What follows belongs to an exercise in optimizing a design on an open flow for a short achievable clock period and few clock cycles; a production flow would make more cautious choices. Function not checked in this run: the RTL went through the layout flow alone. Power is estimated from default activity; no workload was simulated.

==> design.v <==
module riscv (
    input wire clk,
    input wire rst,   
    input  wire [31:0] inst_i,
    output wire [31:0] inst_addr_o,
    output wire        inst_ce_o,
    input  wire [31:0] data_i,
    output wire        data_we_o,
    output wire        data_ce_o,
    output wire [31:0] data_addr_o,
    output wire [31:0] data_o
);
    reg  [31:0] f_pc;
    reg         f_run;
    reg         d_valid;
    reg  [4:0]  d_rs1, d_rs2, d_rd;
    reg  [31:0] d_pc, d_pc4;
    reg  [31:0] d_r1, d_r2;           
    reg  [31:0] d_immu;               
    reg  [31:0] d_btgt;               
    reg  [31:0] d_jtgt;               
    reg  [31:0] d_immalu;             
    reg         d_op, d_opimm, d_load, d_store, d_br, d_lui, d_auipc, d_jal, d_jalr;
    reg         d_use1, d_use2, d_useimm, d_wen, d_pred;
    reg  [10:0] d_alu;                
    reg  [5:0]  d_bf;                 
    reg         x_valid;
    reg         x_wen, x_load, x_store, x_br, x_jalr, x_pred;
    reg  [4:0]  x_rd;
    reg  [31:0] x_a, x_b, x_s, x_pre, x_alt;
    reg         x_issum;              
    reg         x_fss, x_fso;         
    reg         x_fas, x_fao, x_fbs, x_fbo;   
    reg         r_addNN, r_addSN, r_addON, r_addNS, r_addNO, r_addSS, r_addOO;
    reg         r_subNN, r_subSN, r_subON, r_subNS, r_subNO;
    reg         kNN, kSN, kON, kNS, kNO;      
    reg         jNN, jSN, jON, jNS, jNO, jSS, jOO;    
    reg         bNN, bSN, bON, bNS, bNO, bSS;         
    reg         r_slt, r_sltu, r_sll, r_srl, r_sra, r_xor, r_or, r_and, r_pre;
    reg  [5:0]  x_bm;                 
    reg         m_wen, m_load, m_store, m_ce;
    reg  [4:0]  m_rd;
    reg         m_isoth;
    reg  [31:0] m_sum, m_oth, m_sdata;
    reg         w_wen;
    reg  [4:0]  w_rd;
    reg  [31:0] w_data;
    reg  [31:0] rf [1:31];
    localparam A_ADD = 0, A_SUB = 1, A_SLL = 2, A_SLT = 3, A_SLTU = 4, A_XOR = 5,
               A_SRL = 6, A_SRA = 7, A_OR = 8, A_AND = 9, A_PRE = 10;
    localparam B_EQ = 0, B_NE = 1, B_LT = 2, B_GE = 3, B_LTU = 4, B_GEU = 5;
    wire [31:0] m_res   = m_isoth ? m_oth : m_sum;
    wire [31:0] wb_data = m_load ? data_i : m_res;
    assign data_addr_o = m_sum;
    assign data_o      = m_sdata;
    assign data_we_o   = m_store;
    assign data_ce_o   = m_ce;
    always @(posedge clk) begin
        if (m_wen) rf[m_rd] <= wb_data;
        w_rd   <= m_rd;
        w_data <= wb_data;
    end
    always @(posedge clk) begin
        w_wen <= m_wen;
    end
    wire [31:0] fi  = inst_i;
    wire [4:0]  fop = fi[6:2];
    wire        fok = fi[1:0] == 2'b11;
    wire [2:0]  ff3 = fi[14:12];
    wire        f30 = fi[30];
    wire [4:0]  frs1 = fi[19:15];
    wire [4:0]  frs2 = fi[24:20];
    wire [4:0]  frd  = fi[11:7];
    wire f_op    = fok && fop == 5'b01100;
    wire f_opimm = fok && fop == 5'b00100;
    wire f_load  = fok && fop == 5'b00000;
    wire f_store = fok && fop == 5'b01000;
    wire f_br    = fok && fop == 5'b11000;
    wire f_lui   = fok && fop == 5'b01101;
    wire f_auipc = fok && fop == 5'b00101;
    wire f_jal   = fok && fop == 5'b11011;
    wire f_jalr  = fok && fop == 5'b11001;
    wire f_arith = f_op | f_opimm;
    wire [31:0] fimm_i = {{20{fi[31]}}, fi[31:20]};
    wire [31:0] fimm_s = {{20{fi[31]}}, fi[31:25], fi[11:7]};
    wire [31:0] fimm_b = {{20{fi[31]}}, fi[7], fi[30:25], fi[11:8], 1'b0};
    wire [31:0] fimm_u = {fi[31:12], 12'b0};
    wire [31:0] fimm_j = {{12{fi[31]}}, fi[19:12], fi[20], fi[30:21], 1'b0};
    wire [10:0] f_alu;
    assign f_alu[A_ADD]  = (f_arith & ff3 == 3'b000 & ~(f_op & f30)) | f_load | f_store;
    assign f_alu[A_SUB]  = f_op & ff3 == 3'b000 & f30;
    assign f_alu[A_SLL]  = f_arith & ff3 == 3'b001;
    assign f_alu[A_SLT]  = f_arith & ff3 == 3'b010;
    assign f_alu[A_SLTU] = f_arith & ff3 == 3'b011;
    assign f_alu[A_XOR]  = f_arith & ff3 == 3'b100;
    assign f_alu[A_SRL]  = f_arith & ff3 == 3'b101 & ~f30;
    assign f_alu[A_SRA]  = f_arith & ff3 == 3'b101 & f30;
    assign f_alu[A_OR]   = f_arith & ff3 == 3'b110;
    assign f_alu[A_AND]  = f_arith & ff3 == 3'b111;
    assign f_alu[A_PRE]  = f_lui | f_auipc | f_jal | f_jalr;
    wire [5:0] f_bf;
    assign f_bf[B_EQ]  = ff3 == 3'b000;
    assign f_bf[B_NE]  = ff3 == 3'b001;
    assign f_bf[B_LT]  = ff3 == 3'b100;
    assign f_bf[B_GE]  = ff3 == 3'b101;
    assign f_bf[B_LTU] = ff3 == 3'b110;
    assign f_bf[B_GEU] = ff3 == 3'b111;
    wire [31:0] f_pc4 = f_pc + 32'd4;
    wire [18:0] f_hi13   = f_pc[31:13];
    wire [18:0] f_hi13p  = f_pc[31:13] + 19'd1;
    wire [18:0] f_hi13m  = f_pc[31:13] - 19'd1;
    wire [13:0] f_blo    = {1'b0, f_pc[12:0]} + {1'b0, fimm_b[12:0]};
    wire [18:0] f_bhi    = (f_blo[13] == fimm_b[12]) ? f_hi13 : (f_blo[13] ? f_hi13p : f_hi13m);
    wire [31:0] f_btgt   = {f_bhi, f_blo[12:0]};
    wire [10:0] f_hi21   = f_pc[31:21];
    wire [10:0] f_hi21p  = f_pc[31:21] + 11'd1;
    wire [10:0] f_hi21m  = f_pc[31:21] - 11'd1;
    wire [21:0] f_jlo    = {1'b0, f_pc[20:0]} + {1'b0, fimm_j[20:0]};
    wire [10:0] f_jhi    = (f_jlo[21] == fimm_j[20]) ? f_hi21 : (f_jlo[21] ? f_hi21p : f_hi21m);
    wire [31:0] f_jtgt   = {f_jhi, f_jlo[20:0]};
    wire        f_bpred  = f_br & fi[31];    
    wire [31:0] f_r1 = (frs1 == 5'd0) ? 32'd0 : rf[frs1];
    wire [31:0] f_r2 = (frs2 == 5'd0) ? 32'd0 : rf[frs2];
    wire [31:0] d_auipc_val = {d_pc[31:12] + d_immu[31:12], d_pc[11:0]};
    wire [31:0] rs1_val = (m_wen && m_rd == d_rs1) ? wb_data :
                          (w_wen && w_rd == d_rs1) ? w_data : d_r1;
    wire [31:0] rs2_val = (m_wen && m_rd == d_rs2) ? wb_data :
                          (w_wen && w_rd == d_rs2) ? w_data : d_r2;
    wire load_use = d_valid && x_valid && x_load &&
                    ((d_use1 && x_rd == d_rs1) || (d_use2 && x_rd == d_rs2));
    wire d_redir  = d_valid && !load_use && d_jal;
    wire [31:0] sNN, sSN, sON, sNS, sNO;
    wire [31:0] dNN, dSN, dON, dNS, dNO;
    wire        lNN, lSN, lON, lNS, lNO;
    wire        uNN, uSN, uON, uNS, uNO;
    wire        eNN, eSN, eON, eNS, eNO;
    riscv_arith aNN (.a(x_a),   .b(x_b),   .sum(sNN), .dif(dNN), .lt(lNN), .ltu(uNN), .eq(eNN));
    riscv_arith aSN (.a(m_sum), .b(x_b),   .sum(sSN), .dif(dSN), .lt(lSN), .ltu(uSN), .eq(eSN));
    riscv_arith aON (.a(m_oth), .b(x_b),   .sum(sON), .dif(dON), .lt(lON), .ltu(uON), .eq(eON));
    riscv_arith aNS (.a(x_a),   .b(m_sum), .sum(sNS), .dif(dNS), .lt(lNS), .ltu(uNS), .eq(eNS));
    riscv_arith aNO (.a(x_a),   .b(m_oth), .sum(sNO), .dif(dNO), .lt(lNO), .ltu(uNO), .eq(eNO));
    wire [31:0] sSS = {m_sum[30:0], 1'b0};
    wire [31:0] sOO = {m_oth[30:0], 1'b0};
    wire [31:0] sum_res =
        ({32{r_addNN}} & sNN) | ({32{r_addSN}} & sSN) | ({32{r_addON}} & sON) |
        ({32{r_addNS}} & sNS) | ({32{r_addNO}} & sNO) | ({32{r_addSS}} & sSS) |
        ({32{r_addOO}} & sOO) |
        ({32{r_subNN}} & dNN) | ({32{r_subSN}} & dSN) | ({32{r_subON}} & dON) |
        ({32{r_subNS}} & dNS) | ({32{r_subNO}} & dNO);
    wire lt  = (kNN & lNN) | (kSN & lSN) | (kON & lON) | (kNS & lNS) | (kNO & lNO);
    wire ltu = (kNN & uNN) | (kSN & uSN) | (kON & uON) | (kNS & uNS) | (kNO & uNO);
    wire [31:0] a = x_fas ? m_sum : (x_fao ? m_oth : x_a);
    wire [31:0] b = x_fbs ? m_sum : (x_fbo ? m_oth : x_b);
    wire [31:0] s = x_fss ? m_sum : (x_fso ? m_oth : x_s);
    wire signed [31:0] a_s = a;
    wire [31:0] shl = a << b[4:0];
    wire [31:0] shr = a >> b[4:0];
    wire [31:0] sha = a_s >>> b[4:0];
    wire [31:0] oth_res =
        ({32{r_sll}} & shl) | ({32{r_srl}} & shr) | ({32{r_sra}} & sha) |
        ({32{r_xor}} & (a ^ b)) | ({32{r_or}} & (a | b)) | ({32{r_and}} & (a & b)) |
        {31'd0, (r_slt & lt) | (r_sltu & ltu)} |
        ({32{r_pre}} & x_pre);
    wire mNN = (x_bm[B_EQ] & eNN) | (x_bm[B_NE] & ~eNN) | (x_bm[B_LT] & lNN) |
               (x_bm[B_GE] & ~lNN) | (x_bm[B_LTU] & uNN) | (x_bm[B_GEU] & ~uNN);
    wire mSN = (x_bm[B_EQ] & eSN) | (x_bm[B_NE] & ~eSN) | (x_bm[B_LT] & lSN) |
               (x_bm[B_GE] & ~lSN) | (x_bm[B_LTU] & uSN) | (x_bm[B_GEU] & ~uSN);
    wire mON = (x_bm[B_EQ] & eON) | (x_bm[B_NE] & ~eON) | (x_bm[B_LT] & lON) |
               (x_bm[B_GE] & ~lON) | (x_bm[B_LTU] & uON) | (x_bm[B_GEU] & ~uON);
    wire mNS = (x_bm[B_EQ] & eNS) | (x_bm[B_NE] & ~eNS) | (x_bm[B_LT] & lNS) |
               (x_bm[B_GE] & ~lNS) | (x_bm[B_LTU] & uNS) | (x_bm[B_GEU] & ~uNS);
    wire mNO = (x_bm[B_EQ] & eNO) | (x_bm[B_NE] & ~eNO) | (x_bm[B_LT] & lNO) |
               (x_bm[B_GE] & ~lNO) | (x_bm[B_LTU] & uNO) | (x_bm[B_GEU] & ~uNO);
    wire mSS = x_bm[B_EQ] | x_bm[B_GE] | x_bm[B_GEU];
    wire x_mispred = x_valid & ((bNN & mNN) | (bSN & mSN) | (bON & mON) |
                                (bNS & mNS) | (bNO & mNO) | (bSS & mSS));
    wire x_jr      = x_valid & x_jalr;
    wire x_redir   = x_mispred | x_jr;
    wire [31:0] jt =
        ({32{jNN}} & sNN) | ({32{jSN}} & sSN) | ({32{jON}} & sON) |
        ({32{jNS}} & sNS) | ({32{jNO}} & sNO) | ({32{jSS}} & sSS) | ({32{jOO}} & sOO);
    wire [31:0] x_target = x_jalr ? {jt[31:1], 1'b0} : x_alt;
    assign inst_addr_o = f_pc;
    assign inst_ce_o   = f_run;
    always @(posedge clk or posedge rst) begin
        if (rst) begin
            f_pc  <= 32'd0;
            f_run <= 1'b0;
        end else begin
            f_run <= 1'b1;
            if (x_redir)
                f_pc <= x_target;
            else if (load_use || !f_run)
                f_pc <= f_pc;
            else if (d_redir)
                f_pc <= d_jtgt;
            else if (f_bpred)
                f_pc <= f_btgt;
            else
                f_pc <= f_pc4;
        end
    end
    always @(posedge clk or posedge rst) begin
        if (rst) begin
            d_valid <= 1'b0;
        end else if (x_redir) begin
            d_valid <= 1'b0;
        end else if (!load_use) begin
            d_valid <= f_run && !d_redir;
        end
    end
    always @(posedge clk) begin
        if (load_use) begin
            d_r1 <= rs1_val;
            d_r2 <= rs2_val;
        end else begin
            d_rs1    <= frs1;
            d_rs2    <= frs2;
            d_rd     <= frd;
            d_pc     <= f_pc;
            d_pc4    <= f_pc4;
            d_r1     <= f_r1;
            d_r2     <= f_r2;
            d_immu   <= fimm_u;
            d_btgt   <= f_btgt;
            d_jtgt   <= f_jtgt;
            d_immalu <= f_store ? fimm_s : fimm_i;
            d_op     <= f_op;
            d_opimm  <= f_opimm;
            d_load   <= f_load;
            d_store  <= f_store;
            d_br     <= f_br;
            d_lui    <= f_lui;
            d_auipc  <= f_auipc;
            d_jal    <= f_jal;
            d_jalr   <= f_jalr;
            d_use1   <= f_arith | f_load | f_store | f_br | f_jalr;
            d_use2   <= f_op | f_store | f_br;
            d_useimm <= f_opimm | f_load | f_store | f_jalr;
            d_wen    <= (f_arith | f_load | f_lui | f_auipc | f_jal | f_jalr) && frd != 5'd0;
            d_pred   <= f_jal | (f_br & fi[31]);
            d_alu    <= f_alu;
            d_bf     <= f_bf;
        end
    end
    always @(posedge clk or posedge rst) begin
        if (rst) begin
            x_valid <= 1'b0;
        end else begin
            x_valid <= d_valid && !load_use && !x_redir;
        end
    end
    wire fwd_ok = x_valid && x_wen && !x_load;
    wire fa  = fwd_ok && x_rd == d_rs1;
    wire fb  = fwd_ok && x_rd == d_rs2 && !d_useimm;
    wire fs2 = fwd_ok && x_rd == d_rs2;
    wire cNN = ~fa & ~fb;
    wire cSN =  fa & ~fb &  x_issum;
    wire cON =  fa & ~fb & ~x_issum;
    wire cNS = ~fa &  fb &  x_issum;
    wire cNO = ~fa &  fb & ~x_issum;
    wire cSS =  fa &  fb &  x_issum;
    wire cOO =  fa &  fb & ~x_issum;
    wire d_so = d_alu[A_SLL] | d_alu[A_SRL] | d_alu[A_SRA] |
                d_alu[A_XOR] | d_alu[A_OR] | d_alu[A_AND];
    wire [5:0] d_bm = d_pred ? {d_bf[B_LTU], d_bf[B_GEU], d_bf[B_LT], d_bf[B_GE],
                                d_bf[B_EQ], d_bf[B_NE]} : d_bf;
    always @(posedge clk) begin
        x_wen   <= d_wen;
        x_load  <= d_load;
        x_store <= d_store;
        x_br    <= d_br;
        x_jalr  <= d_jalr;
        x_pred  <= d_pred;
        x_rd    <= d_rd;
        x_a     <= rs1_val;
        x_b     <= d_useimm ? d_immalu : rs2_val;
        x_s     <= rs2_val;
        x_pre   <= d_lui ? d_immu : (d_auipc ? d_auipc_val : d_pc4);
        x_alt   <= d_pred ? d_pc4 : d_btgt;
        x_issum <= d_alu[A_ADD] | d_alu[A_SUB];
        x_fss   <= fs2 & x_issum;
        x_fso   <= fs2 & ~x_issum;
        x_fas   <= fa & x_issum & d_so;
        x_fao   <= fa & ~x_issum & d_so;
        x_fbs   <= fb & x_issum & d_so;
        x_fbo   <= fb & ~x_issum & d_so;
        r_addNN <= d_alu[A_ADD] & cNN;
        r_addSN <= d_alu[A_ADD] & cSN;
        r_addON <= d_alu[A_ADD] & cON;
        r_addNS <= d_alu[A_ADD] & cNS;
        r_addNO <= d_alu[A_ADD] & cNO;
        r_addSS <= d_alu[A_ADD] & cSS;
        r_addOO <= d_alu[A_ADD] & cOO;
        r_subNN <= d_alu[A_SUB] & cNN;
        r_subSN <= d_alu[A_SUB] & cSN;
        r_subON <= d_alu[A_SUB] & cON;
        r_subNS <= d_alu[A_SUB] & cNS;
        r_subNO <= d_alu[A_SUB] & cNO;
        kNN     <= cNN;
        kSN     <= cSN;
        kON     <= cON;
        kNS     <= cNS;
        kNO     <= cNO;
        jNN     <= d_jalr & cNN;
        jSN     <= d_jalr & cSN;
        jON     <= d_jalr & cON;
        jNS     <= d_jalr & cNS;
        jNO     <= d_jalr & cNO;
        jSS     <= d_jalr & cSS;
        jOO     <= d_jalr & cOO;
        bNN     <= d_br & cNN;
        bSN     <= d_br & cSN;
        bON     <= d_br & cON;
        bNS     <= d_br & cNS;
        bNO     <= d_br & cNO;
        bSS     <= d_br & (cSS | cOO);
        r_slt   <= d_alu[A_SLT];
        r_sltu  <= d_alu[A_SLTU];
        r_sll   <= d_alu[A_SLL];
        r_srl   <= d_alu[A_SRL];
        r_sra   <= d_alu[A_SRA];
        r_xor   <= d_alu[A_XOR];
        r_or    <= d_alu[A_OR];
        r_and   <= d_alu[A_AND];
        r_pre   <= d_alu[A_PRE];
        x_bm    <= d_bm;
    end
    always @(posedge clk) begin
        m_wen   <= x_valid & x_wen;
        m_load  <= x_valid & x_load;
        m_store <= x_valid & x_store;
        m_ce    <= x_valid & (x_load | x_store);
    end
    always @(posedge clk) begin
        m_rd    <= x_rd;
        m_isoth <= ~x_issum;
        m_sum   <= sum_res;
        m_oth   <= oth_res;
        m_sdata <= s;
    end
endmodule
module riscv_arith (
    input  wire [31:0] a,
    input  wire [31:0] b,
    output wire [31:0] sum,
    output wire [31:0] dif,
    output wire        lt,
    output wire        ltu,
    output wire        eq
);
    assign sum = a + b;
    assign dif = a - b;
    assign ltu = a < b;
    assign lt  = (a[31] ^ b[31]) ? a[31] : ltu;
    assign eq  = a == b;
endmodule
==> config.mk <==
export PLATFORM = sky130hd
export DESIGN_NAME = riscv
export DESIGN_NICKNAME = riscv
export VERILOG_FILES = /design/flow/design.v
export SDC_FILE = /design/flow/constraint.sdc
export NUM_CORES = 4
export LEC_CHECK = 0
export ABC_CLOCK_PERIOD_IN_PS = 2500
export CAP_MARGIN = 20
export CORE_MARGIN = 2
export CORE_UTILIZATION = 40
export SETUP_SLACK_MARGIN = 5
export SLEW_MARGIN = 20
==> run.sh <==
#!/bin/bash
# synth_recipe.tcl (not shown) runs the flow's synth.tcl, then flattens the netlist and writes it again
# the make line also repeats each setting of config.mk as NAME=value (left out here)
make -C /OpenROAD-flow-scripts/flow DESIGN_CONFIG=/design/flow/config.mk WORK_HOME=/design/flow/orfs CLKGATE_MAP_FILE= SYNTH_SCRIPT=/design/flow/synth_recipe.tcl finish
==> constraint.sdc <==
create_clock -name core_clock -period 8.0 [get_ports {clk}]
set_input_delay 1.6000 -clock core_clock [delete_from_list [all_inputs] [get_ports {clk}]]
set_output_delay 1.6000 -clock core_clock [all_outputs]
set_load 0.01 [all_outputs]
==> results.txt <==
* Period minus WS final at 5000 ps
* Non-filler cells, final at roughly 12000
* Largest net degree at the start of global routing at 89
* Worst EP arrival at ~5600 ps
* CP Data Required Time at 8620 ps
* Final Hold Viols at 0
* Maximum root-to-sink buffer count at 3
* Clock latency on the worst-skew pair at between 800 and 900 ps
* Area growth syn-to-layout at 25.5%
* Clk slew on worst S/H paths at about 60 ps
* Vias at between 80000 and 90000
* Placed Cells at 11500
* Worst Hold Class: reg2reg
* Commonest cells in the synthesized netlist: edfxtp_1, nor2_1, nand2_1, mux4_2, a21oi_1
* Total chip power at about 30 mW
* First-pass DRT Iterations at 9
* First-pass GRT wire length at just under 600 mm
* DR WL/cell at 34.5 um
* Initial antenna violation count at 20
* Ys flop type: edfxtp_1
* Top post-synthesis cells by area: edfxtp_1, mux4_2, dfxtp_1
* Layout cells sized above 1 at 0.309
* Clk sinks at 1639
* Final period util at 0.625
* Count leader, synth: edfxtp_1
* Final weighted congestion in routability-driven placement at 1.01
* Setup crit end kind: register
* Syn. warnings at 1
* Setup TNS at 0 ps
* CTS tree: done
* Final max-slew violation count at 0
* Core ar. at around 240000 um^2
* Mean Syn Cell Area at ~12 um^2
* CP max stage cell: fa_2
* Mapped Nets at around 9000
* Number of global-route vias before repair at 77300
* Status: timing/DRC/antenna clean
* Slew headroom at 0.259
* Die width at roughly 500 um
* Final Skew at 70.0 ps
* Detailed Place HPWL at 269 mm
* Post-synth EDFFs at 1175
* RSZ-0062 raised after global routing: true
* Total CTS buffers at 179
* Most frequent CP cell: o21bai_1
* Detailed Route WL at 430 mm
* Synth Instances at 8513
* Top cell type's share of synthesized area at 0.360
* Setup CP Type: in2reg
* Power Dens Cells at 247 nW/um^2
* Num rows at 181
* Setup-failing EPs final at 0
* Flops & latches, synth at around 1600
* Total Routing Usage GR at 0.326
* Die Y at 499 um
* Number of max-cap violations at 0
* Worst Tran Pin Value at 1110 ps
* DRC viols at 0
* CTS H-tree depth at 4
* Leak at 44.7 nW
* Die area at about 250000 um^2
* Synth cell types at ~100
* Setup ws final at 3000 ps
* CP max FO at 4
* Yosys top cell by area: edfxtp_1
* Max VDD drop at 201 uV
* Seq/Total Area, Yosys at 0.457
* Vias per Instance at 6.53
* Critical path startpoint category: input pin
* Crit-path max cell delay at 340 ps
* # IOs at approximately 170
* Starting density of the core at 0.402
* Nets at 9630
* Ys async rst share at 0.0214
* Cell Area, Synth at 98000 um^2
* Fill cells at 20700
* Antenna-violating nets left at 0
* Number of port buffers at 164
* Root Buffer Master: clkbuf_16
* Smallest hold slack at around 340 ps
* Total gr overflow at 0
* Iter 0 DRT Violations at 11300
* Achievable Freq at 200 MHz
* Pre-CTS setup slack at about 940 ps
-- final cells by class --
cell class | instances | area (um^2) | share of cell area
multi-input cells | 5904 | 55100 | 0.448
flip-flops and latches | 1639 | 45100 | 0.367
repair buffers | 970 | 11000 | 0.0897
clock buffers | 219 | 4770 | 0.0388
well taps | 3202 | 4010 | 0.0326
inverters | 401 | 1600 | 0.0130
clock inverters | 113 | 1230 | 0.00999
diodes | 19 | 47.5 | 0.000387
repair inverters | 2 | 20.0 | 0.000163
-- report_power, final --
part           switching [mW]  total [mW]  internal, mW  leakage, nW
sequential              0.647        10.5          9.86         15.1
clock                    3.72        8.61          4.89         2.92
combinational            6.43        11.2          4.76         26.6
total                    10.8        30.3          19.5         44.7
-- metal layers --
metal  wire length, um  GRT usage  vias to the layer above
li1                  -          -                    33800
met1            158000      0.416                    41000
met2            194000      0.514                     5402
met3             44400     0.0650                     1222
met4             33700      0.194                       12
met5                74          0                        -
-- cells by family (layout without fill, tap and decap cells) --
family,Yosys count,count (layout),synth area share
compound gates,2116,2120,0.141
simple gates,1901,1901,0.0879
flops,1639,1639,0.457
mux,1056,1056,0.181
buf+inv,974,1705,0.0399
fa+ha+maj,467,467,0.0608
xor+xnor,359,359,0.0322
other cells,1,20,0.0000383
-- critical path: cells and delay by family --
| family | cells | cell delay [ps] |
|---|---|---|
| AOI/OAI and AO/OA | 13 | 1980 |
| muxes | 1 | 160 |
| and+or+nand+nor | 5 | 640 |
| buffers and inverters | 4 | 370 |
| xor gates and xnor gates | 1 | 90 |
| adders and majority gates | 3 | 750 |
-- metrics by stage --
step                      utilization  instance area, um^2
after floorplan                     -               100000
after global placement          0.428               104000
after detailed placement        0.428               104000
after CTS                       0.490               119000
after global routing            0.505               123000
final                           0.505               123000
-- layout by cell type, fill, tap and decap left out, drive strengths merged, types with 81 or more instances in the layout --
cell type / instances
a21o: 84
a21oi: 558
a221oi: 81
a22oi: 86
buf: 864
clkbuf: 251
clkinv: 85
dfxtp: 429
edfxtp: 1175
ha: 452
inv: 401
mux2i: 424
mux4: 567
nand2: 606
nand2b: 101
nand3: 111
nor2: 619
nor3: 125
o21a: 90
o21ai: 508
xnor2: 262
xor2: 97
-- state kept, by name, indices dropped and copies added (netlist names), 30 cells and up --
signal	count
f_pc	32
d_pc	32
d_btgt	31
w_data	32
d_pc4	30
d_jtgt	31
d_r2	32
x_alt	32
rf	992
x_pre	32
x_b	32
x_s	32
m_sum	32
m_oth	32
x_a	32
m_sdata	32
d_r1	32
-- what timing repair did --
item                                     CTS  global route
cloned                                    54            32
resized for setup                       1534           429
pin swaps                                225           170
hold endpoints to repair                   0             0
buffers inserted                         382           143
endpoints found under the setup margin   550           362
hold buffers                               0             0
-- final timing paths --
check | from | to | slack (ps) | cells past startpoint
setup / recovery | inst_i[21] | d_jtgt[31] | 3000 | 27
hold / removal | d_store | x_store | 340 | 0
setup reg to reg | f_pc[1] | f_pc[28] | 3180 | 23
hold reg to reg | d_store | x_store | 340 | 0
max in group asynchronous | rst | f_pc[7] | 6290 | 3
min in group asynchronous | rst | f_run | 1200 | 3

-- static timing again, ports no longer ideal --
The results above use ideal ports. As a check the final layout listed here was re-extracted and re-timed, cells and wires unchanged.
Step 1, drivers: a clkbuf_16 drives clk and a buf_2 each remaining input, both assumed.
Step 2 moves the port delays by t, midway between the first and last clock arrival at a register: inputs arrive t later, outputs are due t later. That takes back most of the time a late clock gives input paths.
Three values: ideal ports, drivers, drivers and shift; two values: the first two.
shift t [ns]: 0.949
setup WS [ns]: 3.003 / 2.869 / 1.920
worst register clock-pin slew, ns: 0.08 / 0.08
After both steps setup and hold are still met in this run. For this run, drivers alone change the setup slack by -0.134 ns; drivers and shift together by -1.083 ns.
